What follows belongs to an exercise in optimizing a design on an open flow for a short achievable clock period and few clock cycles; a production flow would make more cautious choices.
No functional check of the RTL was part of any run shown here.
Power and IR drop assume default switching activity.

### design.v
module TinyMIPS(
    input  wire        clk,
    input  wire        rst,
    input  wire [15:0] data_fromRAM,
    output wire        wrEn,
    output wire [7:0]  addr_toRAM,
    output wire [15:0] data_toRAM
);
    function [15:0] add16;               
        input [15:0] a, b;
        reg   [15:0] g, p;
        integer i, k;
        begin
            g = a & b;
            p = a ^ b;
            for (k = 1; k < 16; k = k * 2)
                for (i = 15; i >= k; i = i - 1) begin
                    g[i] = g[i] | (p[i] & g[i-k]);
                    p[i] = p[i] & p[i-k];
                end
            add16 = (a ^ b) ^ {g[14:0], 1'b0};
        end
    endfunction
    function lt16;                       
        input [15:0] a, b;
        reg   [15:0] g, p;
        integer i, k;
        begin
            g = ~a & b;
            p = ~(a ^ b);
            for (k = 1; k < 16; k = k * 2)
                for (i = 15; i >= k; i = i - 1) begin
                    g[i] = g[i] | (p[i] & g[i-k]);
                    p[i] = p[i] & p[i-k];
                end
            lt16 = g[15];
        end
    endfunction
    function [17:0] pdoh;
        input [15:0] w;
        reg   [3:0]  op;
        reg          ab, br;
        reg   [2:0]  xs, ys;
        begin
            op = w[15:12];
            ab = (op == 4'd8) | (op == 4'd9);
            br = ab | (op == 4'd10);
            xs = ab ? w[11:9] : w[8:6];
            ys = (op == 4'd5) ? w[11:9] : ab ? w[8:6] : (op == 4'd10) ? w[11:9] : w[5:3];
            pdoh = {8'd1 << xs, 8'd1 << ys, (op != 4'd7) & (op <= 4'd10),
                    (op == 4'd0) | (op == 4'd2) | (op == 4'd3) | (op == 4'd5) | br};
        end
    endfunction
    reg  [7:0]  pA;         
    reg  [7:0]  pAi;        
    reg         pWEi;
    reg         pWE;
    reg  [15:0] pDO;
    reg         pF;         
    reg  [7:0]  pNX;        
    reg         pBP;        
    assign addr_toRAM = pA;
    assign wrEn       = pWE;
    assign data_toRAM = pDO;
    reg         rV, rBP;
    reg  [7:0]  rPC, rNX;
    reg         LAbb;
    reg         rF;         
    reg         cap2;       
    reg         EB0v, EB1v;
    reg  [7:0]  EBA;
    reg  [15:0] EBw0, EBw1;
    reg  [7:0]  LAtgt;
    reg  [7:0]  LAtgtB1;    
    reg  [7:0]  fpc;        
    reg         halted;
    reg         bv;         
    reg  [7:0]  bpc, btg;
    localparam QW = 52;
    reg  [QW-1:0] Q [0:3];
    reg  [3:0]  qh, qt, qn;
    wire        q_ne  = qn[0];
    wire        q_ge2 = qn[1];
    wire        q_ge3 = qn[2];
    wire        q_full = qn[3];
    reg  [15:0] RF [0:7];
    reg         ev;
    reg         e_wr;       
    reg         e_long;     
    reg  [7:0]  e_av, e_lv;          
    reg         e_srl, e_ld, e_st, e_br, e_beq, e_halt;
    reg  [15:0] eX, eY;
    reg         fxa, fya;   
    reg         fxc, fyc;   
    reg         fxm, fym;   
    reg         fxu, fyu;   
    reg  [5:0]  e_imm;
    reg  [7:0]  e_pc, e_tgt, e_pc1, e_tgt1, e_pc2;
    reg         e_ptk, e_rb;     
    reg  [7:0]  e_pn;            
    reg         e_bk;            
    reg         bV, b_tk, b_ptk, b_sane, b_bk;
    reg  [7:0]  b_alt;           
    reg  [7:0]  b_pc, b_tgt, b_pc1, b_tgt1, b_pc2;
    reg  [15:0] Rres;       
    reg  [15:0] LR;         
    reg  [7:0]  s1_av, s1_lv;        
    reg         s1_ld;
    reg  [7:0]  s2_lv;               
    reg         s2_ld;
    reg  [7:0]  s3_lv;               
    reg  [15:0] MR0, MR1, MR2, MR3, MR4, MR5;    
    reg  [15:0] SR;                              
    reg  [15:0] M0, M1;                          
    wire [15:0] Xa = fxa ? Rres : eX;
    wire [15:0] Ya = fya ? Rres : eY;
    wire [15:0] Xc = fxc ? Rres : eX;
    wire [15:0] Yc = fyc ? Rres : eY;
    wire [15:0] Xm = fxm ? Rres : eX;
    wire [15:0] Ym = fym ? Rres : eY;
    wire [15:0] Xu = fxu ? Rres : eX;
    wire [15:0] Yu = fyu ? Rres : eY;
    wire [15:0] sum;
    add16m u_sum (.a(Xa), .b(Ya), .s(sum));
    wire        c_eq, c_lt;
    cmp16m u_cmp (.a(Xc), .b(Yc), .eq(c_eq), .lt(c_lt));
    wire        taken = e_beq ? c_eq : c_lt;
    wire        misB  = bV & (~b_sane | (b_tk != b_ptk));
    wire [7:0]  redir  = b_tk ? b_tgt  : b_pc1;
    wire [7:0]  redir1 = b_tk ? b_tgt1 : b_pc2;
    wire        e_ok     = ev & ~misB;
    wire        e_halt_v = e_ok & e_halt;
    wire        e_mem    = e_ok & (e_ld | e_st);
    wire        sq       = misB | e_halt_v;
    wire [7:0]  maddr    = Xm[7:0] + {2'b00, e_imm};
    wire [15:0] r0, r1, r2, r3, r4, r5, shres, m0n, m1n;
    mul_e  u_mul_e  (.x(Xu), .y(Yu), .srl(e_srl), .r0(r0), .r1(r1), .r2(r2), .r3(r3),
                     .r4(r4), .r5(r5), .sh(shres));
    mul_e2 u_mul_e2 (.r0(MR0), .r1(MR1), .r2(MR2), .r3(MR3), .r4(MR4), .r5(MR5), .sh(SR),
                     .s(m0n), .c(m1n));
    wire [15:0] mres;
    add16m u_mres (.a(M0), .b(M1), .s(mres));
    wire [15:0] lres = s2_ld ? data_fromRAM : mres;
    wire [15:0] ri = data_fromRAM;
    wire [3:0]  rop = ri[15:12];
    wire        r_br  = (rop == 4'd8) | (rop == 4'd9) | (rop == 4'd10);
    wire        r_ok  = rV & ~LAbb;                      
    wire        r_bb  = r_ok & r_br & ri[5] & ~rBP;      
    wire [7:0]  r_tgt = rPC + {{2{ri[5]}}, ri[5:0]};
    wire        r_ab  = (rop == 4'd8) | (rop == 4'd9);   
    wire [2:0]  r_xs  = r_ab ? ri[11:9] : ri[8:6];
    wire [2:0]  r_ys  = (rop == 4'd5) ? ri[11:9] : r_ab ? ri[8:6] :
                        (rop == 4'd10) ? ri[11:9] : ri[5:3];
    wire        r_nx  = (rop != 4'd7) & (rop <= 4'd10);
    wire        r_ny  = (rop == 4'd0) | (rop == 4'd2) | (rop == 4'd3) | (rop == 4'd5) | r_br;
    wire [QW-1:0] q0 = ({QW{qh[0]}} & Q[0]) | ({QW{qh[1]}} & Q[1]) |
                       ({QW{qh[2]}} & Q[2]) | ({QW{qh[3]}} & Q[3]);
    wire [15:0] di   = q0[51:36];
    wire [7:0]  d_pc = q0[35:28];
    wire [7:0]  d_pn = q0[27:20];
    wire        d_rb = q0[1];
    wire        d_bp = q0[0];
    wire [3:0]  dop = di[15:12];
    wire [2:0]  da = di[11:9];
    wire        d_add  = (dop == 4'd0);
    wire        d_addi = (dop == 4'd1);
    wire        d_mul  = (dop == 4'd2);
    wire        d_srl  = (dop == 4'd3);
    wire        d_ld   = (dop == 4'd4);
    wire        d_st   = (dop == 4'd5);
    wire        d_cp   = (dop == 4'd6);
    wire        d_cpi  = (dop == 4'd7);
    wire        d_br   = (dop == 4'd8) | (dop == 4'd9) | (dop == 4'd10);
    wire        d_halt = (dop >= 4'd11);
    wire [7:0]  xs = q0[19:12];      
    wire [7:0]  ys = q0[11:4];
    wire        needx = q0[3];
    wire        needy = q0[2];
    wire        d_wr  = d_add | d_addi | d_cp | d_cpi;
    wire        d_long = d_ld | d_mul | d_srl;
    wire [7:0]  W0 = ev ? (e_av | e_lv) : 8'd0;
    wire [7:0]  L0 = ev ? e_lv : 8'd0;
    wire [7:0]  W1 = s1_av | s1_lv;
    wire [7:0]  L2ld = s2_ld ? s2_lv : 8'd0;
    wire [7:0]  L2n  = s2_ld ? 8'd0 : s2_lv;
    wire [7:0]  busy = L0 | (~W0 & s1_lv) | (~W0 & ~W1 & L2n);
    wire        xstall = needx & |(busy & xs);
    wire        ystall = needy & |(busy & ys);
    wire        issue = q_ne & ~xstall & ~ystall & ~halted;
    wire        x0 = |(xs & W0);
    wire        y0 = |(ys & W0);
    reg  [15:0] rfx, rfy;
    integer r;
    always @* begin
        rfx = 16'd0; rfy = 16'd0;
        for (r = 0; r < 8; r = r + 1) begin
            rfx = rfx | (RF[r] & {16{xs[r]}});
            rfy = rfy | (RF[r] & {16{ys[r]}});
        end
    end
    wire        xr = |(xs & W1);
    wire        yr = |(ys & W1);
    wire        xd = |(xs & ~W1 & L2ld);
    wire        yd = |(ys & ~W1 & L2ld);
    wire        xl = |(xs & ~W1 & ~s2_lv & s3_lv);
    wire        yl = |(ys & ~W1 & ~s2_lv & s3_lv);
    wire [15:0] rx1 = xr ? Rres : xl ? LR : rfx;
    wire [15:0] ry1 = yr ? Rres : yl ? LR : rfy;
    wire [15:0] rx = xd ? data_fromRAM : rx1;
    wire [15:0] ry = yd ? data_fromRAM : ry1;
    wire [7:0]  d_tgt = d_pc + {{2{di[5]}}, di[5:0]};
    wire [7:0]  d_pc1 = d_pc + 8'd1;
    wire        bhit  = bv & (bpc == fpc);
    wire [7:0]  fpred = bhit ? btg : fpc + 8'd1;
    wire        room  = ~(q_full | (q_ge3 & (rV | pF)) | (q_ge2 & rV & pF));
    wire [7:0]  la_tgt1 = LAtgt + 8'd1;
    wire [7:0]  EBA1 = EBA + 8'd1;
    wire [7:0]  EBA2 = EBA + 8'd2;
    wire [7:0]  EBA3 = EBA + 8'd3;
    wire        ebhit = b_sane & EB0v & (b_alt == EBA);
    wire        ebf2 = ebhit & EB1v;
    wire        ebf1 = ebhit & ~EB1v;
    wire [7:0]  eb_s  = ebf2 ? EBA2 : ebf1 ? EBA1 : redir;
    wire [7:0]  eb_s1 = ebf2 ? EBA3 : ebf1 ? EBA2 : redir1;
    reg  [7:0]  nA, nNX, nfpc;
    reg         nF, nBP;
    always @* begin
        nA = pAi; nNX = pNX; nfpc = fpc; nF = 1'b0; nBP = 1'b0;
        if (misB) begin
            nA = eb_s; nF = 1'b1; nNX = eb_s1; nfpc = eb_s1;
        end else if (e_mem) begin
            nA = maddr;
            if (LAbb) nfpc = LAtgt;
        end else if (e_halt_v | halted) begin
            nF = 1'b0;
        end else if (LAbb) begin
            if (room) begin
                nA = LAtgt; nF = 1'b1; nNX = la_tgt1; nfpc = la_tgt1;
            end else
                nfpc = LAtgt;
        end else if (room) begin
            nA = fpc; nF = 1'b1; nNX = fpred; nfpc = fpred; nBP = bhit;
        end
    end
    wire [1:0]  am  = misB ? {ebf2, ebf1} : e_halt_v ? 2'd0 : {1'b0, r_ok};
    wire [3:0]  nqh = sq ? qt : issue ? {qh[2:0], qh[3]} : qh;
    wire [3:0]  nqt = am[1] ? {qt[1:0], qt[3:2]} : am[0] ? {qt[2:0], qt[3]} : qt;
    wire [3:0]  qn1 = sq ? 4'd0 : issue ? {1'b0, qn[3:1]} : qn;
    wire [3:0]  nqn = am[1] ? {qn1[1:0], 2'b11} : am[0] ? {qn1[2:0], 1'b1} : qn1;
    wire [3:0]  qt1 = {qt[2:0], qt[3]};
    wire [QW-1:0] a_r  = {ri, rPC, rNX, 8'd1 << r_xs, 8'd1 << r_ys, r_nx, r_ny, r_bb, rBP};
    wire [QW-1:0] a_e0 = {EBw0, EBA, EBA1, pdoh(EBw0), 2'b00};
    wire [QW-1:0] a_e1 = {EBw1, EBA1, EBA2, pdoh(EBw1), 2'b00};
    wire [QW-1:0] A0 = misB ? a_e0 : a_r;
    always @(posedge clk) begin
        if (rst) begin
            pA  <= 8'd0;
            pWE <= 1'b0;
        end else begin
            pA  <= nA;
            pWE <= e_mem & e_st;
        end
        pDO <= Ym;
    end
    always @(posedge clk or posedge rst) begin
        if (rst) begin
            pAi  <= 8'd0;
            pWEi <= 1'b0;
        end else begin
            pAi  <= nA;
            pWEi <= e_mem & e_st;
        end
    end
    integer i;
    always @(posedge clk) begin
        if (rst) begin
            pF <= 1'b1; pNX <= 8'd1; pBP <= 1'b0;
            rV <= 1'b0; LAbb <= 1'b0; rF <= 1'b0; cap2 <= 1'b0;
            EB0v <= 1'b0; EB1v <= 1'b0;
            fpc <= 8'd1; halted <= 1'b0; bv <= 1'b0;
            qh <= 4'd1; qt <= 4'd1; qn <= 4'd0;
            ev <= 1'b0; bV <= 1'b0;
            s1_av <= 8'd0; s1_lv <= 8'd0; s2_lv <= 8'd0; s3_lv <= 8'd0;
        end else begin
            pNX <= nNX; fpc <= nfpc; pF <= nF; pBP <= nBP;
            qh <= nqh; qt <= nqt; qn <= nqn;
            rV <= pF & ~sq & ~LAbb;
            LAbb <= r_bb & ~sq;
            rF   <= pF;
            cap2 <= LAbb;
            if (LAbb) begin
                EB0v <= rF & (rPC == LAtgtB1);
                EB1v <= 1'b0;
            end else if (cap2)
                EB1v <= EB0v & rF & (rPC == EBA1);
            if (pWEi & ((pAi == EBA) | (pAi == EBA1))) begin
                EB0v <= 1'b0; EB1v <= 1'b0;
            end
            ev <= issue & ~sq;
            bV <= e_ok & ~e_halt;
            if (e_halt_v) halted <= 1'b1;
            if (bV & b_tk & b_bk) bv <= 1'b1;
            s1_av <= e_ok ? e_av : 8'd0;
            s1_lv <= e_ok ? e_lv : 8'd0;
            s2_lv <= s1_lv & ~(e_ok ? e_av : 8'd0);
            s3_lv <= s2_lv;
        end
    end
    always @(posedge clk) begin
        rPC <= pAi;
        if (LAbb) begin EBA <= rPC; EBw0 <= data_fromRAM; end
        if (cap2) EBw1 <= data_fromRAM;
        LAtgt <= r_tgt;
        LAtgtB1 <= rPC + 8'd1;
        rNX <= pNX;
        rBP <= pBP;
        if (bV & b_tk & b_bk) begin
            bpc <= b_pc; btg <= b_tgt;
        end
        for (i = 0; i < 4; i = i + 1) begin
            if ((misB | ~q_full) & qt[i])
                Q[i] <= A0;
            else if (misB & qt1[i])
                Q[i] <= a_e1;
        end
        e_wr   <= d_wr;
        e_long <= d_long;
        e_av   <= d_wr   ? (8'd1 << da) : 8'd0;
        e_lv   <= d_long ? (8'd1 << da) : 8'd0;
        e_srl  <= d_srl;
        e_ld   <= d_ld;
        e_st   <= d_st;
        e_br   <= d_br;
        e_beq  <= (dop == 4'd8);
        e_halt <= d_halt;
        eX     <= d_cpi ? {7'd0, di[8:0]} : rx;
        eY     <= d_addi ? {{10{di[5]}}, di[5:0]} : (d_cp | d_cpi) ? 16'd0 : ry;
        fxa    <= needx & x0 & d_wr;
        fya    <= needy & y0 & d_wr;
        fxc    <= needx & x0 & d_br;
        fyc    <= needy & y0 & d_br;
        fxm    <= needx & x0 & (d_ld | d_st);
        fym    <= needy & y0 & d_st;
        fxu    <= needx & x0 & (d_mul | d_srl);
        fyu    <= needy & y0 & (d_mul | d_srl);
        e_imm  <= di[5:0];
        e_bk   <= di[5];
        e_pc   <= d_pc;
        e_tgt  <= d_tgt;
        e_pc1  <= d_pc1;
        e_tgt1 <= d_pc1 + {{2{di[5]}}, di[5:0]};
        e_pc2  <= d_pc + 8'd2;
        e_ptk  <= d_br & (d_rb | d_bp);
        e_rb   <= d_rb;
        e_pn   <= d_pn;
        b_tk   <= e_br & taken;
        b_ptk  <= e_ptk;
        b_alt  <= e_ptk ? e_pc1 : e_tgt;
        b_sane <= e_rb | (e_ptk ? (e_pn == e_tgt) : (e_pn == e_pc1));
        b_bk   <= e_br & e_bk;
        b_pc   <= e_pc;
        b_tgt  <= e_tgt;
        b_pc1  <= e_pc1;
        b_tgt1 <= e_tgt1;
        b_pc2  <= e_pc2;
        Rres <= sum;
        s1_ld <= e_ld;
        s2_ld <= s1_ld;
        MR0 <= r0; MR1 <= r1; MR2 <= r2; MR3 <= r3; MR4 <= r4; MR5 <= r5;
        SR  <= shres;
        M0  <= m0n; M1 <= m1n;
        LR <= lres;
        for (r = 0; r < 8; r = r + 1) begin
            if (s3_lv[r]) RF[r] <= LR;
            if (s1_av[r]) RF[r] <= Rres;
        end
    end
endmodule
module add16m(input wire [15:0] a, input wire [15:0] b, output wire [15:0] s);
    reg [15:0] g, p;
    integer i, k;
    always @* begin
        g = a & b;
        p = a ^ b;
        for (k = 1; k < 16; k = k * 2)
            for (i = 15; i >= k; i = i - 1) begin
                g[i] = g[i] | (p[i] & g[i-k]);
                p[i] = p[i] & p[i-k];
            end
    end
    assign s = (a ^ b) ^ {g[14:0], 1'b0};
endmodule
module cmp16m(input wire [15:0] a, input wire [15:0] b, output wire eq, output wire lt);
    reg [15:0] g, p;
    integer i, k;
    always @* begin
        g = ~a & b;
        p = ~(a ^ b);
        for (k = 1; k < 16; k = k * 2)
            for (i = 15; i >= k; i = i - 1) begin
                g[i] = g[i] | (p[i] & g[i-k]);
                p[i] = p[i] & p[i-k];
            end
    end
    assign lt = g[15];
    assign eq = (a == b);
endmodule
module mul_e(input wire [15:0] x, input wire [15:0] y, input wire srl,
             output wire [15:0] r0, output wire [15:0] r1, output wire [15:0] r2,
             output wire [15:0] r3, output wire [15:0] r4, output wire [15:0] r5,
             output wire [15:0] sh);
    wire [16:0] yb = {y, 1'b0};
    wire [15:0] pp [0:7];
    wire [15:0] pk;
    genvar g;
    generate
        for (g = 0; g < 8; g = g + 1) begin : booth
            wire one = ~srl & (yb[2*g+1] ^ yb[2*g]);
            wire two = ~srl & ((yb[2*g+2] & ~yb[2*g+1] & ~yb[2*g]) | (~yb[2*g+2] & yb[2*g+1] & yb[2*g]));
            wire neg = ~srl & yb[2*g+2];
            wire [15:0] m  = two ? {x[14:0], 1'b0} : one ? x : 16'd0;
            wire [15:0] mm = neg ? ~m : m;
            assign pp[g] = mm << (2*g);
            assign pk[2*g]   = neg;
            assign pk[2*g+1] = 1'b0;
        end
    endgenerate
    assign r0 = pp[0] ^ pp[1] ^ pp[2];
    assign r1 = ((pp[0] & pp[1]) | (pp[0] & pp[2]) | (pp[1] & pp[2])) << 1;
    assign r2 = pp[3] ^ pp[4] ^ pp[5];
    assign r3 = ((pp[3] & pp[4]) | (pp[3] & pp[5]) | (pp[4] & pp[5])) << 1;
    assign r4 = pp[6] ^ pp[7] ^ pk;
    assign r5 = ((pp[6] & pp[7]) | (pp[6] & pk) | (pp[7] & pk)) << 1;
    wire        zero = (|y[15:6]) | y[4];
    wire [15:0] shr = x >> y[3:0];
    wire [15:0] shl = x << y[3:0];
    assign sh = (srl & ~zero) ? (y[5] ? shl : shr) : 16'd0;
endmodule
module mul_e2(input wire [15:0] r0, input wire [15:0] r1, input wire [15:0] r2,
              input wire [15:0] r3, input wire [15:0] r4, input wire [15:0] r5,
              input wire [15:0] sh, output wire [15:0] s, output wire [15:0] c);
    wire [15:0] a0 = r0 ^ r1 ^ r2;
    wire [15:0] b0 = ((r0 & r1) | (r0 & r2) | (r1 & r2)) << 1;
    wire [15:0] a1 = r3 ^ r4 ^ r5;
    wire [15:0] b1 = ((r3 & r4) | (r3 & r5) | (r4 & r5)) << 1;
    wire [15:0] a2 = a0 ^ b0 ^ a1;
    wire [15:0] b2 = ((a0 & b0) | (a0 & a1) | (b0 & a1)) << 1;
    assign s = (a2 ^ b2 ^ b1) | sh;
    assign c = ((a2 & b2) | (a2 & b1) | (b2 & b1)) << 1;
endmodule
### flow/run.sh
#!/bin/bash
# Standard layout, with the timing repair aiming at a larger setup margin.
bash standard.sh SETUP_SLACK_MARGIN=5.35 > standard_flow.log 2>&1
### standard.sh
#!/bin/bash
# synth_recipe.tcl (not shown) runs the flow's synth.tcl, then flattens the netlist and writes it again
# the make line also repeats each setting of config.mk as NAME=value (left out here)
make -C /OpenROAD-flow-scripts/flow DESIGN_CONFIG=/design/flow/config.mk WORK_HOME=/design/flow/orfs CLKGATE_MAP_FILE= SYNTH_SCRIPT=/design/flow/synth_recipe.tcl "${@:-finish}"
### config.mk
export PLATFORM = sky130hd
export DESIGN_NAME = TinyMIPS
export DESIGN_NICKNAME = TinyMIPS
export VERILOG_FILES = /design/flow/design.v
export SDC_FILE = /design/flow/constraint.sdc
export NUM_CORES = 8
export LEC_CHECK = 0
export CAP_MARGIN = 20
export CORE_MARGIN = 2
export CORE_UTILIZATION = 50
export PLACE_DENSITY = 0.65
export SETUP_SLACK_MARGIN = 5
export SLEW_MARGIN = 20
export SYNTH_HIERARCHICAL = 1
### constraint.sdc
create_clock -name core_clock -period 8.0 [get_ports {clk}]
set_input_delay 1.6000 -clock core_clock [delete_from_list [all_inputs] [get_ports {clk}]]
set_output_delay 1.6000 -clock core_clock [all_outputs]
set_load 0.01 [all_outputs]
==> results of run 1 <==
==> final cells by class <==
type,instances,area share
Antenna cell,1,0.0000455
Clock buffer,127,0.0470
Clock inverter,51,0.0103
Inverter,99,0.00752
Multi-Input combinational cell,3220,0.451
Sequential cell,877,0.393
Tap cell,1254,0.0285
Timing Repair Buffer,306,0.0622
Timing Repair inverter,1,0.000136
==> per-stage QoR <==
stage,area [µm²],power (mW),hold WS (ns),setup slack [ns]
after floorplan,47300,14.3,0.310,4.80
after global placement,47700,17.3,0.311,3.85
after detailed placement,47700,17.5,0.312,3.82
after CTS,52800,22.6,0.323,5.24
after global routing,55100,24.9,0.327,5.11
final,55100,23.7,0.321,5.20
==> modules after synthesis (local to each module, per instance) <==
module    copies in the design  area, µm²  flip-flops and latches
add16m                       2        694                       0
mul_e                        1       5480                       0
mul_e2                       1       1410                       0
cmp16m                       1        392                       0
TinyMIPS                     1      38100                     877
==> timing repair <==
action	4_1_cts	5_1_grt
hold buffers	0	0
gates cloned	16	19
setup buffers	95	89
pin swaps	31	86
endpoints found under the setup margin	674	434
gates resized for setup	415	284
==> cells in the mapped netlist (all sizes together) (17+ instances only) <==
master,number
inv,92
nor2,311
dfxtp,476
mux4,18
a211oi,57
o21ai,316
and3,43
nand4,50
a22oi,262
xor2,66
mux2,292
a21oi,272
xnor2,128
nor2b,45
a221oi,28
nand2b,26
a41o,17
fa,80
o211ai,18
ha,88
or2,35
a31oi,27
nand2,398
mux2i,156
clkbuf,228
edfxtp,392
nand3,62
buf,197
and2,37
nor3,35
nor3b,31
o22ai,40
a21o,22
==> power groups by stage <==
stage	clock network [mW]	registers (mW)	logic [mW]
after floorplan	0	6.55	7.75
after global placement	0	7.19	10.1
after detailed placement	0	7.21	10.3
after CTS	4.51	7.16	10.9
after global routing	4.70	7.37	12.8
final	4.49	7.26	11.9
==> metal layers <==
layer	track usage	vias to the layer above	part of all wire
li1	-	16732	-
met2	0.473	2372	0.44
met3	0.0658	406	0.11
met4	0.126	12	0.045
met5	0	-	0.00066
met1	0.432	18400	0.40
==> worst max-delay path: cells and delay by family, from the launching register on <==
kind | cells | cell delay (ns)
and+or+nand+nor | 3 | 0.93
AOI/OAI and AO/OA | 5 | 0.93
buffers and inverters | 2 | 0.36
DFF | 1 | 0.46
==> worst max-delay path by stage <==
| stage | cells after the start | start | to |
|---|---|---|---|
| after global routing | 9 | data_fromRAM[15] | Q[3][10]$_DFFE_PP_ |
| after floorplan | 9 | data_fromRAM[15] | Q[3][6]$_DFFE_PP_ |
| after CTS | 1 | pA[4]$_SDFF_PP0_ | addr_toRAM[4] |
| after detailed placement | 9 | data_fromRAM[14] | Q[2][6]$_DFFE_PP_ |
| final | 10 | s1_av[5]$_SDFF_PP0_ | eX[3]$_DFF_P_ |
| after global placement | 9 | data_fromRAM[14] | Q[2][6]$_DFFE_PP_ |
==> kinds of logic after synthesis <==
group	count (synthesis)
muxes	466
other	2
adders and majority gates	184
DFF	877
xor gates and xnor gates	196
AOI/OAI and AO/OA	1201
and+or+nand+nor	1119
buffers and inverters	524
==> out/metrics.csv, run 1 <==
metric;value;unit
status;finished clean;
first_pass_iters;7;
yosys.area.top_type_share;0.252;
net_sw_frac;0.418;
layoutNonFillerInstCount;5936;
cp_data_required_time;8.55;ns
tightest_slew;0.960;ns
synth_top_family_by_area;compound AO/OA/AOI/OAI gates;
pwr-share-seq;0.307;
synth_largest_area_cell;edfxtp_1;
first_pass_grt_wire_length;225000;µm
maximum_number_of_pins_on_one_net_before_global_route_repair;76;
fp.dieArea;0.0961;mm²
combinationalPowerShare;0.504;
critical_path.max_fanout;19;
yosysSeqAreaShare;0.460;
finalClockSkew;0.0269;ns
route.final.wire_length;158000;µm
worst_r2r_startpoint;s1_av[5]$_SDFF_PP0_;
min_path_cells;0;
hold_viol;0;
num_rows;112;
fillCellCount;7646;
synth_simple_gate_area_share;0.112;
static-leakage-power;20.7;nW
detailedRoute.firstIterationViolations;5219;
share_clk_of_total_power;0.190;
drive_gt1_frac;0.239;
worstSetupEndpointType;flop;
largestRegisters;Q x208, RF x128;
hold-path-endpoint;b_tgt1[2]$_DFF_P_;
post_drt_via_cell_ratio;6.39;
clk_pin_slew_worst_paths;0.06;ns
htree_num_levels;3;
r2r.worst_path.cells;10;
portion_of_the_clock_cycle_consumed_by_the_worst_path_in_the_final_layout;0.350;
grt_use_total;0.311;
post_synth_fa_ha_maj_area_fraction;0.0612;
timing.hold.worst.class;flop to flop;
muxShareOfSynthArea;0.112;
vias;37922;
worst_r2r_endpoint;eX[3]$_DFF_P_;
achievable_frequency;357;MHz
layout.nets;4785;
route.detailed.wl_per_inst;26.7;µm
dieHeight;310;µm
synth_compound_gate_area_share;0.167;
dp.final_hpwl;94000;µm
synth_area;0.0468;mm²
worstSkewPairLatency;0.69;ns
layout-area-overhead-vs-synth;17.6;%
grt_setup_unrepaired;true;
setup.reg_to_reg.worst_slack;5.20;ns
cpMaxStageDelayCell;dfxtp_4;
fin_crit;2.80;ns
placed_cells_incl_taps;5538;
final_common_cell;dfxtp_1;
report.final.slew_viol_count;0;
cts_inserted_buffers;94;
initial_core_util;0.503;
registers.top_by_ff_count;Q;
route.antenna.remaining_nets;0;
post_synth_main_area_contributors;edfxtp_1 (25%), dfxtp_1 (20%), mux2_2 (7.0%);
netlist_instances;4569;
largest_reg_flops;208;
cts.path.max_buffers;3;
maxCapViolations;0;
power.internal;13.8;mW
grt.overflow.total;0;
setup_tns;0;ns
post-route-util;0.592;
detail_route.drc_violations;0;
first_global_vias;34886;
critical_path_class;flop to flop;
post_synth_num_cell_types;102;
synthArstFlopShare;0.0103;
multiInputGateArea;0.0248;mm²
layout.cells.most_common_list;dfxtp_1 (429), edfxtp_1 (392), nand2_1 (371);
power.density_cell_area;430;mW/mm²
synth_enable_flop_cells;392;
endpoint_arrival_time_on_the_critical_path;3.35;ns
slew_headroom;0.360;
netSwitchingPower;9.90;mW
synthXorXnorAreaFrac;0.0373;
globalplace.congestion;0.923;
yosys_warnings;12;
start_kind;flop;
holdCritStartpoint;e_tgt1[2]$_DFF_P_;
synth.ff_latch_count;877;
max-vdd-ir-drop;0.376;mV
tritoncts;done;
cts.sink_count;877;
synth_ff_type;dfxtp_1;
layout.area.seq;0.0216;mm²
design.core.area;0.0930;mm²
pin_count;43;
grt_antenna_before_repair;10;
portBuffers;42;
die_x;310;µm
syn_avg_cell_area;10.2;µm²
cts.root.buffer_cell;clkbuf_16;
final-setup-viol-count;0;
critical_path_cell_sequence;or2_2, nor3b_2, a22oi_1, nand4_1, buf_12, clkbuf_4, a41o_1, a21oi_1, a211oi_1, o22ai_1;
critical-path-max-stage-delay;0.46;ns
==> run 2, diff against run 1 <==
--- a/design.v
+++ b/design.v
@@ -65,3 +65,3 @@
     reg         rV, rBP;
-    reg  [7:0]  rPC, rNX;
+    reg  [7:0]  rPC, rPC1, rPC2, rPC3, rNX;
     reg         LAbb;
@@ -72,4 +72,8 @@
     reg  [15:0] EBw0, EBw1;
-    reg  [7:0]  LAtgt;
+    reg  [7:0]  LAtgt, LA1, LA2, LA3;
     reg  [7:0]  LAtgtB1;    
+    localparam RN = 12;
+    reg  [RN-1:0] rfv;
+    reg  [7:0]  rfa [0:RN-1];
+    reg  [15:0] rfw [0:RN-1];
     reg  [7:0]  fpc;        
@@ -148,3 +152,6 @@
     wire        r_bb  = r_ok & r_br & ri[5] & ~rBP;      
-    wire [7:0]  r_tgt = rPC + {{2{ri[5]}}, ri[5:0]};
+    wire [7:0]  r_tgt  = rPC + {{2{ri[5]}}, ri[5:0]};
+    wire [7:0]  r_tgt1 = rPC1 + {{2{ri[5]}}, ri[5:0]};
+    wire [7:0]  r_tgt2 = rPC2 + {{2{ri[5]}}, ri[5:0]};
+    wire [7:0]  r_tgt3 = rPC3 + {{2{ri[5]}}, ri[5:0]};
     wire        r_ab  = (rop == 4'd8) | (rop == 4'd9);   
@@ -215,3 +222,16 @@
     wire        room  = ~(q_full | (q_ge3 & (rV | pF)) | (q_ge2 & rV & pF));
-    wire [7:0]  la_tgt1 = LAtgt + 8'd1;
+    wire [7:0]  la_tgt1 = LA1;
+    reg         hL0, hL1;
+    reg  [15:0] wl0, wl1;
+    integer k;
+    always @* begin
+        hL0 = 1'b0; hL1 = 1'b0; wl0 = 16'd0; wl1 = 16'd0;
+        for (k = 0; k < RN; k = k + 1) begin
+            if (rfv[k] & (rfa[k] == LAtgt)) begin hL0 = 1'b1; wl0 = wl0 | rfw[k]; end
+            if (rfv[k] & (rfa[k] == LA1))   begin hL1 = 1'b1; wl1 = wl1 | rfw[k]; end
+        end
+    end
+    wire        ltry  = ~q_ge3;                     
+    wire        lslot = ~q_ge2 & ~e_mem;            
+    wire        lf2   = ltry & hL0 & hL1;
     wire [7:0]  EBA1 = EBA + 8'd1;
@@ -232,3 +252,3 @@
             nA = maddr;
-            if (LAbb) nfpc = LAtgt;
+            if (LAbb) nfpc = lf2 ? LA2 : LAtgt;
         end else if (e_halt_v | halted) begin
@@ -236,6 +256,8 @@
         end else if (LAbb) begin
-            if (room) begin
+            if (ltry & lslot) begin
+                nA = LA2; nF = lf2; nNX = LA3; nfpc = lf2 ? LA3 : LAtgt;
+            end else if (room & ~ltry) begin
                 nA = LAtgt; nF = 1'b1; nNX = la_tgt1; nfpc = la_tgt1;
             end else
-                nfpc = LAtgt;
+                nfpc = lf2 ? LA2 : LAtgt;
         end else if (room) begin
@@ -244,3 +266,4 @@
     end
-    wire [1:0]  am  = misB ? {ebf2, ebf1} : e_halt_v ? 2'd0 : {1'b0, r_ok};
+    wire [1:0]  am  = misB ? {ebf2, ebf1} : e_halt_v ? 2'd0 :
+                      LAbb ? {lf2, 1'b0} : {1'b0, r_ok};
     wire [3:0]  nqh = sq ? qt : issue ? {qh[2:0], qh[3]} : qh;
@@ -253,3 +276,6 @@
     wire [QW-1:0] a_e1 = {EBw1, EBA1, EBA2, pdoh(EBw1), 2'b00};
-    wire [QW-1:0] A0 = misB ? a_e0 : a_r;
+    wire [QW-1:0] a_l0 = {wl0, LAtgt, LA1, pdoh(wl0), 2'b00};
+    wire [QW-1:0] a_l1 = {wl1, LA1, LA2, pdoh(wl1), 2'b00};
+    wire [QW-1:0] A0 = misB ? a_e0 : LAbb ? a_l0 : a_r;
+    wire [QW-1:0] A1 = misB ? a_e1 : a_l1;
     always @(posedge clk) begin
@@ -273,3 +299,3 @@
     end
-    integer i;
+    integer i, m;
     always @(posedge clk) begin
@@ -278,3 +304,3 @@
             rV <= 1'b0; LAbb <= 1'b0; rF <= 1'b0; cap2 <= 1'b0;
-            EB0v <= 1'b0; EB1v <= 1'b0;
+            EB0v <= 1'b0; EB1v <= 1'b0; rfv <= {RN{1'b0}};
             fpc <= 8'd1; halted <= 1'b0; bv <= 1'b0;
@@ -298,2 +324,5 @@
             end
+            if (rF) rfv <= {rfv[RN-2:0], 1'b1};
+            for (m = 0; m < RN; m = m + 1)
+                if (pWEi & (pAi == rfa[m])) rfv[m] <= 1'b0;
             ev <= issue & ~sq;
@@ -310,2 +339,5 @@
         rPC <= pAi;
+        rPC1 <= pAi + 8'd1;
+        rPC2 <= pAi + 8'd2;
+        rPC3 <= pAi + 8'd3;
         if (LAbb) begin EBA <= rPC; EBw0 <= data_fromRAM; end
@@ -313,2 +345,11 @@
         LAtgt <= r_tgt;
+        LA1   <= r_tgt1;
+        LA2   <= r_tgt2;
+        LA3   <= r_tgt3;
+        if (rF) begin
+            rfa[0] <= rPC; rfw[0] <= data_fromRAM;
+            for (i = 1; i < RN; i = i + 1) begin
+                rfa[i] <= rfa[i-1]; rfw[i] <= rfw[i-1];
+            end
+        end
         LAtgtB1 <= rPC + 8'd1;
@@ -322,4 +363,4 @@
                 Q[i] <= A0;
-            else if (misB & qt1[i])
-                Q[i] <= a_e1;
+            else if ((misB | ~q_ge3) & qt1[i])
+                Q[i] <= A1;
         end
==> out/metrics.csv, run 2 <==
metric;value;unit
status;finished clean;
hold_viol;0;
synth_largest_area_cell;edfxtp_1;
post_dp_cell_area;0.0673;mm²
pin_count;43;
synth_most_common_cell;edfxtp_1;
syn_avg_cell_area;10.5;µm²
design.core.area;0.129;mm²
final-setup-viol-count;0;
critical_path_class;flop to flop;
report.final.slew_viol_count;0;
layout.nets;6784;
yosys_warnings;14;
synth_top_family_by_area;compound AO/OA/AOI/OAI gates;
post_synth_num_cell_types;105;
fillCellCount;9865;
route.antenna.remaining_nets;0;
setup_tns;0;ns
grt_antenna_before_repair;12;
post_place_setup_slack;3.14;ns
final_common_cell;edfxtp_1;
cts.sink_count;1221;
first_pass_iters;14;
first_global_vias;52363;
net_sw_frac;0.420;
endpoint_arrival_time_on_the_critical_path;4.35;ns
clk_pin_slew_worst_paths;0.06;ns
route.final.wire_length;250000;µm
fin_crit;3.72;ns
portBuffers;42;
initial_core_util;0.504;
achievable_frequency;269;MHz
synth_top_cells_by_count;edfxtp_1 (680), nand2_1 (579), dfxtp_1 (532), o21ai_0 (344), nor2_1 (342);
layout-area-overhead-vs-synth;26.0;%
worstSetupEndpointType;flop;
fp.dieArea;0.133;mm²
max-vdd-ir-drop;0.332;mV
cts.root.buffer_cell;clkbuf_16;
power.internal;20.4;mW
synthArstFlopShare;0.00737;
min_path_cells;0;
pwr-share-seq;0.301;
critical_path.max_fanout;8;
worstSkewPairLatency;0.81;ns
post-route-cell-area;0.0823;mm²
first_pass_grt_wire_length;353000;µm
slew_headroom;0.224;
synth_compound_gate_area_share;0.157;
cts_hold_repair.buffers;0;
synth_enable_flop_cells;680;
registers.top_by_ff_count;Q;
multiInputGateArea;0.0360;mm²
num_rows;132;
largest_reg_flops;208;
detail_route.drc_violations;0;
power.density_cell_area;428;mW/mm²
netlist_instances;6214;
route.detailed.wl_per_inst;29.7;µm
r2r.worst_path.cells;16;
dp.final_hpwl;148000;µm
netSwitchingPower;14.8;mW
detailedRoute.firstIterationViolations;9387;
layout.cells.most_common_list;edfxtp_1 (680), nand2_1 (520), dfxtp_1 (469);
grt_use_total;0.360;
yosys.area.top_type_share;0.313;
layout.area.seq;0.0315;mm²
die_x;365;µm
finalClockSkew;0.0374;ns
grt_setup_unrepaired;true;
synth_simple_gate_area_share;0.117;
maxCapViolations;0;
synth.ff_latch_count;1221;
combinationalPowerShare;0.516;
cts.path.max_buffers;3;
timing.hold.worst.class;flop to flop;
muxShareOfSynthArea;0.0822;
post_synth_fa_ha_maj_area_fraction;0.0490;
htree_num_levels;4;
synth_ff_type;edfxtp_1;
static-leakage-power;31.1;nW
yosysSeqAreaShare;0.479;
grt.overflow.total;0;
synth_area;0.0653;mm²
vias;56113;
share_clk_of_total_power;0.183;
synthXorXnorAreaFrac;0.0701;
cts_inserted_buffers;136;
layout_setup_ws;4.28;ns
tritoncts;done;
post_synth_main_area_contributors;edfxtp_1 (31%), dfxtp_1 (16%), mux2_2 (5.1%);
cp_data_required_time;8.62;ns
tightest_slew;1.16;ns
globalplace.congestion;0.992;
start_kind;flop;
largestRegisters;Q x208, rfw x192, RF x128;
post_drt_via_cell_ratio;6.65;
maximum_number_of_pins_on_one_net_before_global_route_repair;186;
power.total;35.2;mW
portion_of_the_clock_cycle_consumed_by_the_worst_path_in_the_final_layout;0.465;
drive_gt1_frac;0.300;
dieHeight;365;µm
run 2: cell count changes in the layout (fill, tap and decap cells not counted), moves of 59 or more:
cell	before	now
nand2_1	371	520
buf_4	161	421
edfxtp_1	392	680
xnor2_1	123	267
a21oi_2	23	108
xor2_1	62	194
buf_6	52	111
run 2: routing by layer:
| layer | track usage | routed length (µm) |
|---|---|---|
| met3 | 0.0905 | 33100 |
| met4 | 0.181 | 15700 |
| met1 | 0.500 | 97000 |
| met2 | 0.520 | 105000 |
| met5 | 0 | 45 |
run 2: cell families after synthesis:
| kind of cell | Yosys count |
|---|---|
| AO/OA/AOI/OAI | 1542 |
| other | 2 |
| multiplexers | 476 |
| flip-flops | 1221 |
| AND/OR/NAND/NOR | 1587 |
| XOR/XNOR | 518 |
| adder cells (fa/ha/maj) | 209 |
| buffers and inverters | 659 |
run 2: worst max-delay path: stages, from the launching register on:
cell	delay [ns]
dfxtp_4	0.36
buf_12	0.13
buf_4	0.13
buf_4	0.13
xnor2_1	0.11
nand4_1	0.09
buf_4	0.18
nor3_4	0.06
a2111oi_4	0.46
and4b_2	0.38
buf_4	0.15
o2111ai_4	0.16
nor2b_4	0.20
o221ai_2	0.09
o311a_4	0.30
or3b_4	0.42
mux2i_1	0.19
run 2: path summary, 6_finish.rpt:
path / slack, ns / end / startpoint
worst min register to register: 0.32 / b_pc[2]$_DFF_P_ / e_pc[2]$_DFF_P_
worst max-delay path: 4.28 / Q[3][7]$_DFFE_PP_ / LAtgt[3]$_DFF_P_
worst min-delay path: 0.32 / b_pc[2]$_DFF_P_ / e_pc[2]$_DFF_P_
min in group asynchronous: 1.63 / pAi[6]$_DFF_PP0_ / rst
worst max register to register: 4.28 / Q[3][7]$_DFFE_PP_ / LAtgt[3]$_DFF_P_
max in group asynchronous: 6.06 / pAi[1]$_DFF_PP0_ / rst
run 2: area by class of cell:
class	count	share of cell area
multi-input cells	4394	0.437
flip-flops and latches	1221	0.382
repair buffers	692	0.0918
clock buffers	195	0.0477
well taps	1742	0.0265
clock inverters	55	0.00783
inverters	126	0.00643
repair inverters	2	0.000152
diodes	5	0.000152
run 2: power by group through the flow:
stage	Clock [mW]	Sequential (mW)	Combinational, mW
after floorplan	0	9.62	10.3
after global placement	0	10.6	13.5
after detailed placement	0	10.6	13.8
after CTS	6.47	10.5	16.5
after global routing	6.74	10.7	19.2
final	6.46	10.6	18.2
run 2: metrics by stage:
stage | cells | hold slack, ns | utilization
after floorplan | 6252 | 0.310 | -
after global placement | 7624 | 0.310 | 0.519
after global routing | 8430 | 0.328 | 0.635
after CTS | 8276 | 0.324 | 0.611
after detailed placement | 7625 | 0.312 | 0.520
final | 8432 | 0.325 | 0.635
run 2: what timing repair did:
| item | 4_1_cts | 5_1_grt |
|---|---|---|
| gates resized for setup | 932 | 423 |
| pin swaps | 230 | 218 |
| buffers inserted | 357 | 137 |
| hold endpoints to repair | 0 | 0 |
| setup endpoints to repair | 689 | 563 |
| cloned | 44 | 14 |
run 2: per-module statistics from Yosys (local to each module, per instance):
module	flops+latches	cells inside
TinyMIPS	1221	5047
add16m	0	91
cmp16m	0	57
mul_e	0	834
mul_e2	0	94
==> run 3, diff against run 2 <==
--- a/design.v
+++ b/design.v
@@ -65,3 +65,3 @@
     reg         rV, rBP;
-    reg  [7:0]  rPC, rPC1, rPC2, rPC3, rNX;
+    reg  [7:0]  rPC, rNX;
     reg         LAbb;
@@ -72,8 +72,5 @@
     reg  [15:0] EBw0, EBw1;
-    reg  [7:0]  LAtgt, LA1, LA2, LA3;
+    reg  [7:0]  LApc;
+    reg  [5:0]  LAimm;
     reg  [7:0]  LAtgtB1;    
-    localparam RN = 12;
-    reg  [RN-1:0] rfv;
-    reg  [7:0]  rfa [0:RN-1];
-    reg  [15:0] rfw [0:RN-1];
     reg  [7:0]  fpc;        
@@ -115,2 +112,3 @@
     reg  [7:0]  s3_lv;               
+    reg  [7:0]  rselv, dselv, lselv, bxv;
     reg  [15:0] MR0, MR1, MR2, MR3, MR4, MR5;    
@@ -152,6 +150,2 @@
     wire        r_bb  = r_ok & r_br & ri[5] & ~rBP;      
-    wire [7:0]  r_tgt  = rPC + {{2{ri[5]}}, ri[5:0]};
-    wire [7:0]  r_tgt1 = rPC1 + {{2{ri[5]}}, ri[5:0]};
-    wire [7:0]  r_tgt2 = rPC2 + {{2{ri[5]}}, ri[5:0]};
-    wire [7:0]  r_tgt3 = rPC3 + {{2{ri[5]}}, ri[5:0]};
     wire        r_ab  = (rop == 4'd8) | (rop == 4'd9);   
@@ -187,8 +181,5 @@
     wire        d_long = d_ld | d_mul | d_srl;
-    wire [7:0]  W0 = ev ? (e_av | e_lv) : 8'd0;
-    wire [7:0]  L0 = ev ? e_lv : 8'd0;
-    wire [7:0]  W1 = s1_av | s1_lv;
-    wire [7:0]  L2ld = s2_ld ? s2_lv : 8'd0;
-    wire [7:0]  L2n  = s2_ld ? 8'd0 : s2_lv;
-    wire [7:0]  busy = L0 | (~W0 & s1_lv) | (~W0 & ~W1 & L2n);
+    wire [7:0]  e_wv = e_av | e_lv;
+    wire [7:0]  W0 = ev ? e_wv : 8'd0;
+    wire [7:0]  busy = ev ? (e_lv | (~e_wv & bxv)) : bxv;
     wire        xstall = needx & |(busy & xs);
@@ -197,2 +188,5 @@
     wire        x0 = |(xs & W0);
+    wire [7:0]  n_w1 = e_ok ? e_wv : 8'd0;                   
+    wire [7:0]  n_l1 = e_ok ? e_lv : 8'd0;                   
+    wire [7:0]  n_l2 = s1_lv & ~(e_ok ? e_av : 8'd0);        
     wire        y0 = |(ys & W0);
@@ -207,8 +201,8 @@
     end
-    wire        xr = |(xs & W1);
-    wire        yr = |(ys & W1);
-    wire        xd = |(xs & ~W1 & L2ld);
-    wire        yd = |(ys & ~W1 & L2ld);
-    wire        xl = |(xs & ~W1 & ~s2_lv & s3_lv);
-    wire        yl = |(ys & ~W1 & ~s2_lv & s3_lv);
+    wire        xr = |(xs & rselv);
+    wire        yr = |(ys & rselv);
+    wire        xd = |(xs & dselv);
+    wire        yd = |(ys & dselv);
+    wire        xl = |(xs & lselv);
+    wire        yl = |(ys & lselv);
     wire [15:0] rx1 = xr ? Rres : xl ? LR : rfx;
@@ -222,16 +216,5 @@
     wire        room  = ~(q_full | (q_ge3 & (rV | pF)) | (q_ge2 & rV & pF));
-    wire [7:0]  la_tgt1 = LA1;
-    reg         hL0, hL1;
-    reg  [15:0] wl0, wl1;
-    integer k;
-    always @* begin
-        hL0 = 1'b0; hL1 = 1'b0; wl0 = 16'd0; wl1 = 16'd0;
-        for (k = 0; k < RN; k = k + 1) begin
-            if (rfv[k] & (rfa[k] == LAtgt)) begin hL0 = 1'b1; wl0 = wl0 | rfw[k]; end
-            if (rfv[k] & (rfa[k] == LA1))   begin hL1 = 1'b1; wl1 = wl1 | rfw[k]; end
-        end
-    end
-    wire        ltry  = ~q_ge3;                     
-    wire        lslot = ~q_ge2 & ~e_mem;            
-    wire        lf2   = ltry & hL0 & hL1;
+    wire [7:0]  LAtgt, la_tgt1;
+    add8m u_lat (.a(LApc), .b({{2{LAimm[5]}}, LAimm}), .s(LAtgt));
+    assign la_tgt1 = LAtgt + 8'd1;
     wire [7:0]  EBA1 = EBA + 8'd1;
@@ -252,3 +235,3 @@
             nA = maddr;
-            if (LAbb) nfpc = lf2 ? LA2 : LAtgt;
+            if (LAbb) nfpc = LAtgt;
         end else if (e_halt_v | halted) begin
@@ -256,8 +239,6 @@
         end else if (LAbb) begin
-            if (ltry & lslot) begin
-                nA = LA2; nF = lf2; nNX = LA3; nfpc = lf2 ? LA3 : LAtgt;
-            end else if (room & ~ltry) begin
+            if (room) begin
                 nA = LAtgt; nF = 1'b1; nNX = la_tgt1; nfpc = la_tgt1;
             end else
-                nfpc = lf2 ? LA2 : LAtgt;
+                nfpc = LAtgt;
         end else if (room) begin
@@ -266,4 +247,3 @@
     end
-    wire [1:0]  am  = misB ? {ebf2, ebf1} : e_halt_v ? 2'd0 :
-                      LAbb ? {lf2, 1'b0} : {1'b0, r_ok};
+    wire [1:0]  am  = misB ? {ebf2, ebf1} : e_halt_v ? 2'd0 : {1'b0, r_ok};
     wire [3:0]  nqh = sq ? qt : issue ? {qh[2:0], qh[3]} : qh;
@@ -273,9 +253,12 @@
     wire [3:0]  qt1 = {qt[2:0], qt[3]};
-    wire [QW-1:0] a_r  = {ri, rPC, rNX, 8'd1 << r_xs, 8'd1 << r_ys, r_nx, r_ny, r_bb, rBP};
+    wire [7:0]  r_fa = 8'd1 << ri[11:9];
+    wire [7:0]  r_fb = 8'd1 << ri[8:6];
+    wire [7:0]  r_fc = 8'd1 << ri[5:3];
+    wire        r_yA = (rop == 4'd5) | (rop == 4'd10);
+    wire [7:0]  r_xoh = r_ab ? r_fa : r_fb;
+    wire [7:0]  r_yoh = r_yA ? r_fa : r_ab ? r_fb : r_fc;
+    wire [QW-1:0] a_r  = {ri, rPC, rNX, r_xoh, r_yoh, r_nx, r_ny, r_bb, rBP};
     wire [QW-1:0] a_e0 = {EBw0, EBA, EBA1, pdoh(EBw0), 2'b00};
     wire [QW-1:0] a_e1 = {EBw1, EBA1, EBA2, pdoh(EBw1), 2'b00};
-    wire [QW-1:0] a_l0 = {wl0, LAtgt, LA1, pdoh(wl0), 2'b00};
-    wire [QW-1:0] a_l1 = {wl1, LA1, LA2, pdoh(wl1), 2'b00};
-    wire [QW-1:0] A0 = misB ? a_e0 : LAbb ? a_l0 : a_r;
-    wire [QW-1:0] A1 = misB ? a_e1 : a_l1;
+    wire [QW-1:0] A0 = misB ? a_e0 : a_r;
     always @(posedge clk) begin
@@ -299,3 +282,3 @@
     end
-    integer i, m;
+    integer i;
     always @(posedge clk) begin
@@ -304,3 +287,3 @@
             rV <= 1'b0; LAbb <= 1'b0; rF <= 1'b0; cap2 <= 1'b0;
-            EB0v <= 1'b0; EB1v <= 1'b0; rfv <= {RN{1'b0}};
+            EB0v <= 1'b0; EB1v <= 1'b0;
             fpc <= 8'd1; halted <= 1'b0; bv <= 1'b0;
@@ -309,2 +292,3 @@
             s1_av <= 8'd0; s1_lv <= 8'd0; s2_lv <= 8'd0; s3_lv <= 8'd0;
+            rselv <= 8'd0; dselv <= 8'd0; lselv <= 8'd0; bxv <= 8'd0;
         end else begin
@@ -324,5 +308,2 @@
             end
-            if (rF) rfv <= {rfv[RN-2:0], 1'b1};
-            for (m = 0; m < RN; m = m + 1)
-                if (pWEi & (pAi == rfa[m])) rfv[m] <= 1'b0;
             ev <= issue & ~sq;
@@ -335,2 +316,6 @@
             s3_lv <= s2_lv;
+            rselv <= n_w1;
+            dselv <= ~n_w1 & (s1_ld ? n_l2 : 8'd0);
+            lselv <= ~n_w1 & ~n_l2 & s2_lv;
+            bxv   <= n_l1 | (~n_w1 & (s1_ld ? 8'd0 : n_l2));
         end
@@ -339,17 +324,6 @@
         rPC <= pAi;
-        rPC1 <= pAi + 8'd1;
-        rPC2 <= pAi + 8'd2;
-        rPC3 <= pAi + 8'd3;
         if (LAbb) begin EBA <= rPC; EBw0 <= data_fromRAM; end
         if (cap2) EBw1 <= data_fromRAM;
-        LAtgt <= r_tgt;
-        LA1   <= r_tgt1;
-        LA2   <= r_tgt2;
-        LA3   <= r_tgt3;
-        if (rF) begin
-            rfa[0] <= rPC; rfw[0] <= data_fromRAM;
-            for (i = 1; i < RN; i = i + 1) begin
-                rfa[i] <= rfa[i-1]; rfw[i] <= rfw[i-1];
-            end
-        end
+        LApc  <= rPC;
+        LAimm <= ri[5:0];
         LAtgtB1 <= rPC + 8'd1;
@@ -363,4 +337,4 @@
                 Q[i] <= A0;
-            else if ((misB | ~q_ge3) & qt1[i])
-                Q[i] <= A1;
+            else if (misB & qt1[i])
+                Q[i] <= a_e1;
         end
@@ -491 +465,15 @@
 endmodule
+module add8m(input wire [7:0] a, input wire [7:0] b, output wire [7:0] s);
+    reg [7:0] g, p;
+    integer i, k;
+    always @* begin
+        g = a & b;
+        p = a ^ b;
+        for (k = 1; k < 8; k = k * 2)
+            for (i = 7; i >= k; i = i - 1) begin
+                g[i] = g[i] | (p[i] & g[i-k]);
+                p[i] = p[i] & p[i-k];
+            end
+    end
+    assign s = (a ^ b) ^ {g[6:0], 1'b0};
+endmodule
==> out/metrics.csv, run 3 <==
metric;value;unit
route.detailed.wl_per_inst;27.3;µm
die_x;314;µm
hold_viol;0;
critical_path.max_fanout;4;
max-vdd-ir-drop;0.289;mV
first_pass_grt_wire_length;237000;µm
netlist_instances;4713;
synth_most_common_cell;dfxtp_1;
route.final.wire_length;167000;µm
static-leakage-power;21.6;nW
start_kind;flop;
initial_core_util;0.505;
syn_avg_cell_area;10.2;µm²
synth_ff_type;dfxtp_1;
synth_largest_area_cell;edfxtp_1;
vias;39464;
synth_area;0.0480;mm²
num_rows;113;
largestRegisters;Q x208, RF x128;
status;finished clean;
tritoncts;done;
maximum_number_of_pins_on_one_net_before_global_route_repair;76;
power.density_cell_area;422;mW/mm²
post_synth_num_cell_types;98;
report.final.slew_viol_count;0;
fp.dieArea;0.0985;mm²
portion_of_the_clock_cycle_consumed_by_the_worst_path_in_the_final_layout;0.352;
final-setup-viol-count;0;
detail_route.drc_violations;0;
detailedRoute.firstIterationViolations;5365;
power.total;24.1;mW
layout-area-overhead-vs-synth;18.9;%
setup_tns;0;ns
critical_path_class;flop to flop;
worstSetupEndpointType;flop;
worstSkewPairLatency;0.68;ns
synth_enable_flop_cells;392;
first_global_vias;36406;
tightest_slew;1.11;ns
path_delay_family;simple AND/OR/NAND/NOR gates;
grt_use_total;0.319;
net_sw_frac;0.406;
layout.cells.most_common_list;dfxtp_1 (464), edfxtp_1 (392), nor2_1 (383);
yosysSeqAreaShare;0.464;
timing.hold.worst.class;flop to flop;
post_drt_via_cell_ratio;6.44;
grt_setup_unrepaired;true;
largest_reg_flops;208;
htree_num_levels;3;
cts_inserted_buffers;97;
power.internal;14.3;mW
achievable_frequency;355;MHz
route.antenna.remaining_nets;0;
globalplace.congestion;0.918;
yosys_warnings;13;
maxCapViolations;0;
slew_headroom;0.258;
endpoint_arrival_time_on_the_critical_path;3.38;ns
pwr-share-seq;0.304;
drive_gt1_frac;0.243;
cts.path.max_buffers;3;
critical_path_cell_sequence;ha_1, nor2b_4, o31a_1, or4b_4, nand3_4, nand2_1, or2_4, o311ai_2, o2111ai_1, a311oi_1;
first_pass_iters;8;
dieHeight;314;µm
synth.ff_latch_count;915;
share_clk_of_total_power;0.197;
critical-path-max-stage-delay;0.54;ns
cp_data_required_time;8.56;ns
cts_hold_repair.buffers;0;
finalClockSkew;0.0339;ns
design.core.area;0.0950;mm²
fin_crit;2.82;ns
dp.final_hpwl;96700;µm
grt_antenna_before_repair;9;
netSwitchingPower;9.80;mW
combinationalPowerShare;0.499;
grt.overflow.total;0;
clk_pin_slew_worst_paths;0.06;ns
final_common_cell;dfxtp_1;
cts.root.buffer_cell;clkbuf_16;
synth_top_cells_by_count;dfxtp_1 (514), nand2_1 (398), nor2_1 (396), edfxtp_1 (392), o21ai_0 (321);
portBuffers;42;
cpMaxStageDelayCell;or4b_4;
cts.sink_count;915;
yosys.area.top_type_share;0.245;
post_synth_main_area_contributors;edfxtp_1 (25%), dfxtp_1 (21%), mux2_2 (6.7%);
pin_count;43;
registers.top_by_ff_count;Q;
worstPathBufferInverterCount;0;
synthArstFlopShare;0.00984;
layout.nets;4963;
## run 3: cells by family after synthesis
group                    share of synthesized area
AO/OA/AOI/OAI                                0.172
flip-flops                                   0.464
buffers and inverters                       0.0517
multiplexers                                 0.104
XOR/XNOR                                    0.0369
adder cells (fa/ha/maj)                     0.0598
AND/OR/NAND/NOR                              0.111
other                                     0.000156
## run 3: metrics by stage
stage          instances  setup slack, ns  area (µm²)  hold WS, ns   util
3_5_place_dp        5686             3.63       48800        0.312  0.514
4_1_cts             6009             5.10       55200        0.324  0.581
5_1_grt             6125             5.05       57100        0.324  0.601
2_1_floorplan       4751             5.08       48500        0.310      -
6_report            6126             5.18       57100        0.323  0.601
3_3_place_gp        5686             3.66       48800        0.311  0.514
## run 3: power groups by stage
stage / clock network (mW) / logic [mW] / registers [mW]
2_1_floorplan: 0 / 7.53 / 6.69
3_3_place_gp: 0 / 9.87 / 7.27
3_5_place_dp: 0 / 10.0 / 7.28
4_1_cts: 4.77 / 11.0 / 7.25
5_1_grt: 4.95 / 12.9 / 7.43
6_report: 4.75 / 12.0 / 7.32
## run 3: per-layer routing
| metal | global-route usage | wire (µm) |
|---|---|---|
| met1 | 0.440 | 65300 |
| met2 | 0.479 | 71400 |
| met3 | 0.0758 | 21800 |
| met4 | 0.136 | 8740 |
| met5 | 0 | 37 |
## run 3: cell type report
| type | count | area (µm²) |
|---|---|---|
| well taps | 1265 | 1580 |
| clock buffers | 142 | 2940 |
| repair buffers | 352 | 4200 |
| fillers | 7704 | 37900 |
| repair inverters | 1 | 5.00 |
| flip-flops and latches | 915 | 22400 |
| diodes | 1 | 2.50 |
| clock inverters | 40 | 420 |
| inverters | 92 | 379 |
| multi-input cells | 3318 | 25200 |
## run 3: repair_timing
action | CTS | global route
pin swaps | 73 | 105
buffers inserted | 107 | 99
setup endpoints to repair | 702 | 320
gates cloned | 34 | 17
gates resized for setup | 495 | 225
## run 3: final timing paths
| check | cells past startpoint | slack (ns) | start | end |
|---|---|---|---|---|
| worst max-delay path | 10 | 5.18 | LAimm[2]$_DFF_P_ | fpc[7]$_SDFFE_PP0P_ |
| worst min-delay path | 0 | 0.32 | e_pc2[6]$_DFF_P_ | b_pc2[6]$_DFF_P_ |
| worst max register to register | 10 | 5.18 | LAimm[2]$_DFF_P_ | fpc[7]$_SDFFE_PP0P_ |
| worst min register to register | 0 | 0.32 | e_pc2[6]$_DFF_P_ | b_pc2[6]$_DFF_P_ |
| max in group asynchronous | 5 | 6.22 | rst | pAi[6]$_DFF_PP0_ |
| min in group asynchronous | 5 | 1.64 | rst | pAi[5]$_DFF_PP0_ |
## run 3: modules after synthesis (local to each module, per instance)
module | area [µm²] | flip-flops and latches | copies in the design | cells
TinyMIPS | 39000 | 915 | 1 | 3504
add16m | 694 | 0 | 2 | 91
add8m | 324 | 0 | 1 | 42
cmp16m | 392 | 0 | 1 | 57
mul_e | 5480 | 0 | 1 | 834
mul_e2 | 1410 | 0 | 1 | 94
==> run 4, diff against run 3 <==
--- a/design.v
+++ b/design.v
@@ -72,3 +72,3 @@
     reg  [15:0] EBw0, EBw1;
-    reg  [7:0]  LApc;
+    reg  [7:0]  LApc, LApc1;
     reg  [5:0]  LAimm;
@@ -98,3 +98,3 @@
     reg  [5:0]  e_imm;
-    reg  [7:0]  e_pc, e_tgt, e_pc1, e_tgt1, e_pc2;
+    reg  [7:0]  e_pc, e_pc1, e_pc2;
     reg         e_ptk, e_rb;     
@@ -137,2 +137,5 @@
     wire [7:0]  maddr    = Xm[7:0] + {2'b00, e_imm};
+    wire [7:0]  e_tgt, e_tgt1;
+    add8m u_et0 (.a(e_pc),  .b({{2{e_imm[5]}}, e_imm}), .s(e_tgt));
+    add8m u_et1 (.a(e_pc1), .b({{2{e_imm[5]}}, e_imm}), .s(e_tgt1));
     wire [15:0] r0, r1, r2, r3, r4, r5, shres, m0n, m1n;
@@ -211,3 +214,2 @@
     wire [15:0] ry = yd ? data_fromRAM : ry1;
-    wire [7:0]  d_tgt = d_pc + {{2{di[5]}}, di[5:0]};
     wire [7:0]  d_pc1 = d_pc + 8'd1;
@@ -217,4 +219,4 @@
     wire [7:0]  LAtgt, la_tgt1;
-    add8m u_lat (.a(LApc), .b({{2{LAimm[5]}}, LAimm}), .s(LAtgt));
-    assign la_tgt1 = LAtgt + 8'd1;
+    add8m u_lat  (.a(LApc),  .b({{2{LAimm[5]}}, LAimm}), .s(LAtgt));
+    add8m u_lat1 (.a(LApc1), .b({{2{LAimm[5]}}, LAimm}), .s(la_tgt1));
     wire [7:0]  EBA1 = EBA + 8'd1;
@@ -327,2 +329,3 @@
         LApc  <= rPC;
+        LApc1 <= rPC + 8'd1;
         LAimm <= ri[5:0];
@@ -363,5 +366,3 @@
         e_pc   <= d_pc;
-        e_tgt  <= d_tgt;
         e_pc1  <= d_pc1;
-        e_tgt1 <= d_pc1 + {{2{di[5]}}, di[5:0]};
         e_pc2  <= d_pc + 8'd2;
==> out/metrics.csv, run 4 <==
metric;value;unit
post-route-cell-area;0.0561;mm²
multiInputGateArea;0.0254;mm²
critical-path-top-cell-by-count;buf_6;
htree_num_levels;3;
r2r.worst_path.cells;10;
start_kind;input port;
slew_headroom;0.194;
layoutNonFillerInstCount;6076;
dieHeight;314;µm
cts_hold_repair.buffers;0;
design.core.area;0.0950;mm²
pin_count;43;
dp.final_hpwl;101000;µm
layout.area.seq;0.0221;mm²
finalClockSkew;0.0303;ns
largestRegisters;Q x208, RF x128;
tritoncts;done;
post_synth_num_cell_types;100;
yosys_warnings;13;
status;finished clean;
synth_most_common_cell;dfxtp_1;
fin_crit;2.81;ns
initial_core_util;0.504;
synthArstFlopShare;0.0100;
post-route-util;0.591;
critical-path-max-stage-delay;0.39;ns
hold_viol;0;
max-vdd-ir-drop;0.325;mV
holdCritStartpoint;e_pc2[2]$_DFF_P_;
worst_r2r_endpoint;eY[4]$_DFF_P_;
synth_enable_flop_cells;392;
clk_pin_slew_worst_paths;0.06;ns
layout.cells.most_common_list;dfxtp_1 (454), nand2_1 (426), edfxtp_1 (392);
layout.nets;4916;
portBuffers;42;
num_rows;113;
placed_cells_incl_taps;5693;
yosys.area.top_type_share;0.246;
setup_tns;0;ns
grt_antenna_before_repair;5;
critical_path.max_fanout;7;
worst_r2r_startpoint;qh[2]$_SDFFE_PP0P_;
first_pass_iters;6;
portion_of_the_clock_cycle_consumed_by_the_worst_path_in_the_final_layout;0.352;
maximum_number_of_pins_on_one_net_before_global_route_repair;75;
report.final.slew_viol_count;0;
globalplace.congestion;0.909;
registers.top_by_ff_count;Q;
static-leakage-power;21.2;nW
final-setup-viol-count;0;
detail_route.drc_violations;0;
syn_avg_cell_area;10.1;µm²
timing.hold.worst.class;flop to flop;
vias;39541;
post_dp_cell_area;0.0487;mm²
achievable_frequency;355;MHz
route.detailed.wl_per_inst;27.6;µm
critical_path_cell_sequence;buf_6, buf_8, buf_6, nor3b_4, buf_4, nor4b_2, a31oi_1, a211o_1, o21ai_4, nand2_1, o21ai_0;
die_x;314;µm
cts.path.max_buffers;3;
first_global_vias;36060;
post_drt_via_cell_ratio;6.51;
synth_area;0.0479;mm²
route.antenna.remaining_nets;0;
critical_path_class;input port to flop;
layout-area-overhead-vs-synth;17.2;%
synth.ff_latch_count;899;
synth_ff_type;dfxtp_1;
yosysSeqAreaShare;0.459;
synth_top_cells_by_count;dfxtp_1 (498), nand2_1 (442), edfxtp_1 (392), nor2_1 (381), o21ai_0 (350);
worstSkewPairLatency;0.70;ns
netlist_instances;4721;
hold-path-endpoint;b_pc2[2]$_DFF_P_;
cts_inserted_buffers;95;
setup.reg_to_reg.worst_slack;5.29;ns
first_pass_grt_wire_length;237000;µm
tightest_slew;1.21;ns
grt_setup_unrepaired;true;
cp_data_required_time;8.42;ns
synth_largest_area_cell;edfxtp_1;
fillCellCount;7789;
min_path_cells;0;
power.density_cell_area;442;mW/mm²
hold-worst-slack;0.317;ns
layout_setup_ws;5.19;ns
detailedRoute.firstIterationViolations;6110;
fp.dieArea;0.0983;mm²
post_synth_main_area_contributors;edfxtp_1 (25%), dfxtp_1 (21%), mux2_2 (6.7%);
route.final.wire_length;168000;µm
final_common_cell;dfxtp_1;
drive_gt1_frac;0.226;
post_place_setup_slack;3.66;ns
endpoint_arrival_time_on_the_critical_path;3.23;ns
cts.sink_count;899;
grt.overflow.total;0;
largest_reg_flops;208;
grt_use_total;0.320;
maxCapViolations;0;
power.total;24.8;mW
cpMaxStageDelayCell;nor3b_4;
cts.root.buffer_cell;clkbuf_16;
worstSetupEndpointType;flop;
run 4: cell count changes after synthesis, sizes merged, moves of 33 or more:
| cell | before | now |
|---|---|---|
| a22oi | 271 | 121 |
| a21oi | 301 | 210 |
| a22o | 17 | 103 |
| nand2 | 400 | 442 |
| o21ai | 333 | 378 |
| nand4 | 58 | 25 |
| a221oi | 20 | 85 |
| o211ai | 52 | 16 |
run 4: report_power, final:
group          switching, mW  internal, mW  total [mW]
Combinational           7.27          5.53        12.8
Sequential              1.27          6.22        7.50
Clock                   1.97          2.55        4.52
Total                   10.5          14.3        24.8
run 4: how the worst max path moves through the flow:
stage,slack (ns),cells after the start,start,to
after floorplan,4.88,8,data_fromRAM[14],Q[0][10]$_DFFE_PP_
after global placement,3.68,9,data_fromRAM[15],Q[0][9]$_DFFE_PP_
after detailed placement,3.66,9,data_fromRAM[15],Q[0][9]$_DFFE_PP_
after CTS,5.22,1,pA[7]$_SDFF_PP0_,addr_toRAM[7]
after global routing,5.16,11,data_fromRAM[14],Q[0][5]$_DFFE_PP_
final,5.19,11,data_fromRAM[14],Q[0][5]$_DFFE_PP_
run 4: cell type report:
cell class | instances | area share
Sequential cell | 899 | 0.393
Antenna cell | 6 | 0.000268
Clock inverter | 43 | 0.00756
Tap cell | 1265 | 0.0282
Timing Repair Buffer | 301 | 0.0622
Timing Repair inverter | 1 | 0.0000892
Clock buffer | 136 | 0.0497
Multi-Input combinational cell | 3331 | 0.452
Inverter | 94 | 0.00685
run 4: worst max-delay path, delay by kind of cell:
family                 cells  cell delay, ns
AND/OR/NAND/NOR            3            0.51
AO/OA/AOI/OAI              4            0.55
buffers and inverters      4            0.55
run 4: repair_timing:
item	in CTS	in global routing
endpoints found under the hold margin	0	0
pin swaps	40	99
resized for setup	416	275
setup buffers	72	89
gates cloned	20	17
setup endpoints to repair	642	458
run 4: cell families after synthesis:
group                      after synthesis  share of synthesized area
AOI/OAI and AO/OA                     1252                      0.176
and+or+nand+nor                       1228                      0.119
DFF                                    899                      0.459
buffers and inverters                  544                     0.0508
muxes                                  420                      0.100
adders and majority gates              191                     0.0618
xor gates and xnor gates               185                     0.0344
other                                    2                   0.000157
run 4: per-module statistics from Yosys, one instance, submodules excluded:
module | times used | area (µm²) | cells
add8m | 4 | 324 | 42
mul_e | 1 | 5480 | 834
TinyMIPS | 1 | 37900 | 3386
mul_e2 | 1 | 1410 | 94
cmp16m | 1 | 392 | 57
add16m | 2 | 694 | 91
run 4: metal layers:
layer,global-route usage,share of wire,vias to the layer above
met3,0.0756,0.13,478
met2,0.461,0.42,2701
met4,0.118,0.038,2
li1,-,-,17212
met5,0,0.000078,-
met1,0.467,0.41,19148

-- separate check: timing with driven ports --
Ports are ideal in the flow. The routed layouts listed here were re-timed in OpenROAD. Step 1 sets driving cells, clkbuf_16 on the clock port and buf_2 on the other inputs (assumed; they add their load-dependent delay and slew). Step 2 adds t to the input delays and takes it off the output delays; t is the mean of the earliest and latest rising clock arrival at the registers after step 1. Input paths then give back, and output paths get back, about the clock's delay inside the block. a / b / c = ideal / step 1 / step 2; a / b = the first two.
run	t (ns)	setup slack, ns	slew at the worst register clock pin (ns)
run 1	0.752	5.197 / 5.160 / 4.407	0.07 / 0.07
run 2	0.872	4.279 / 4.279 / 3.484	0.07 / 0.07
run 3	0.730	5.184 / 5.184 / 4.663	0.07 / 0.07
run 4	0.759	5.186 / 5.182 / 4.455	0.07 / 0.07
After both steps every run listed still meets setup and hold. For run 2, which loses most, drivers alone change the setup slack by 0.000 ns; drivers and shift together by -0.795 ns.
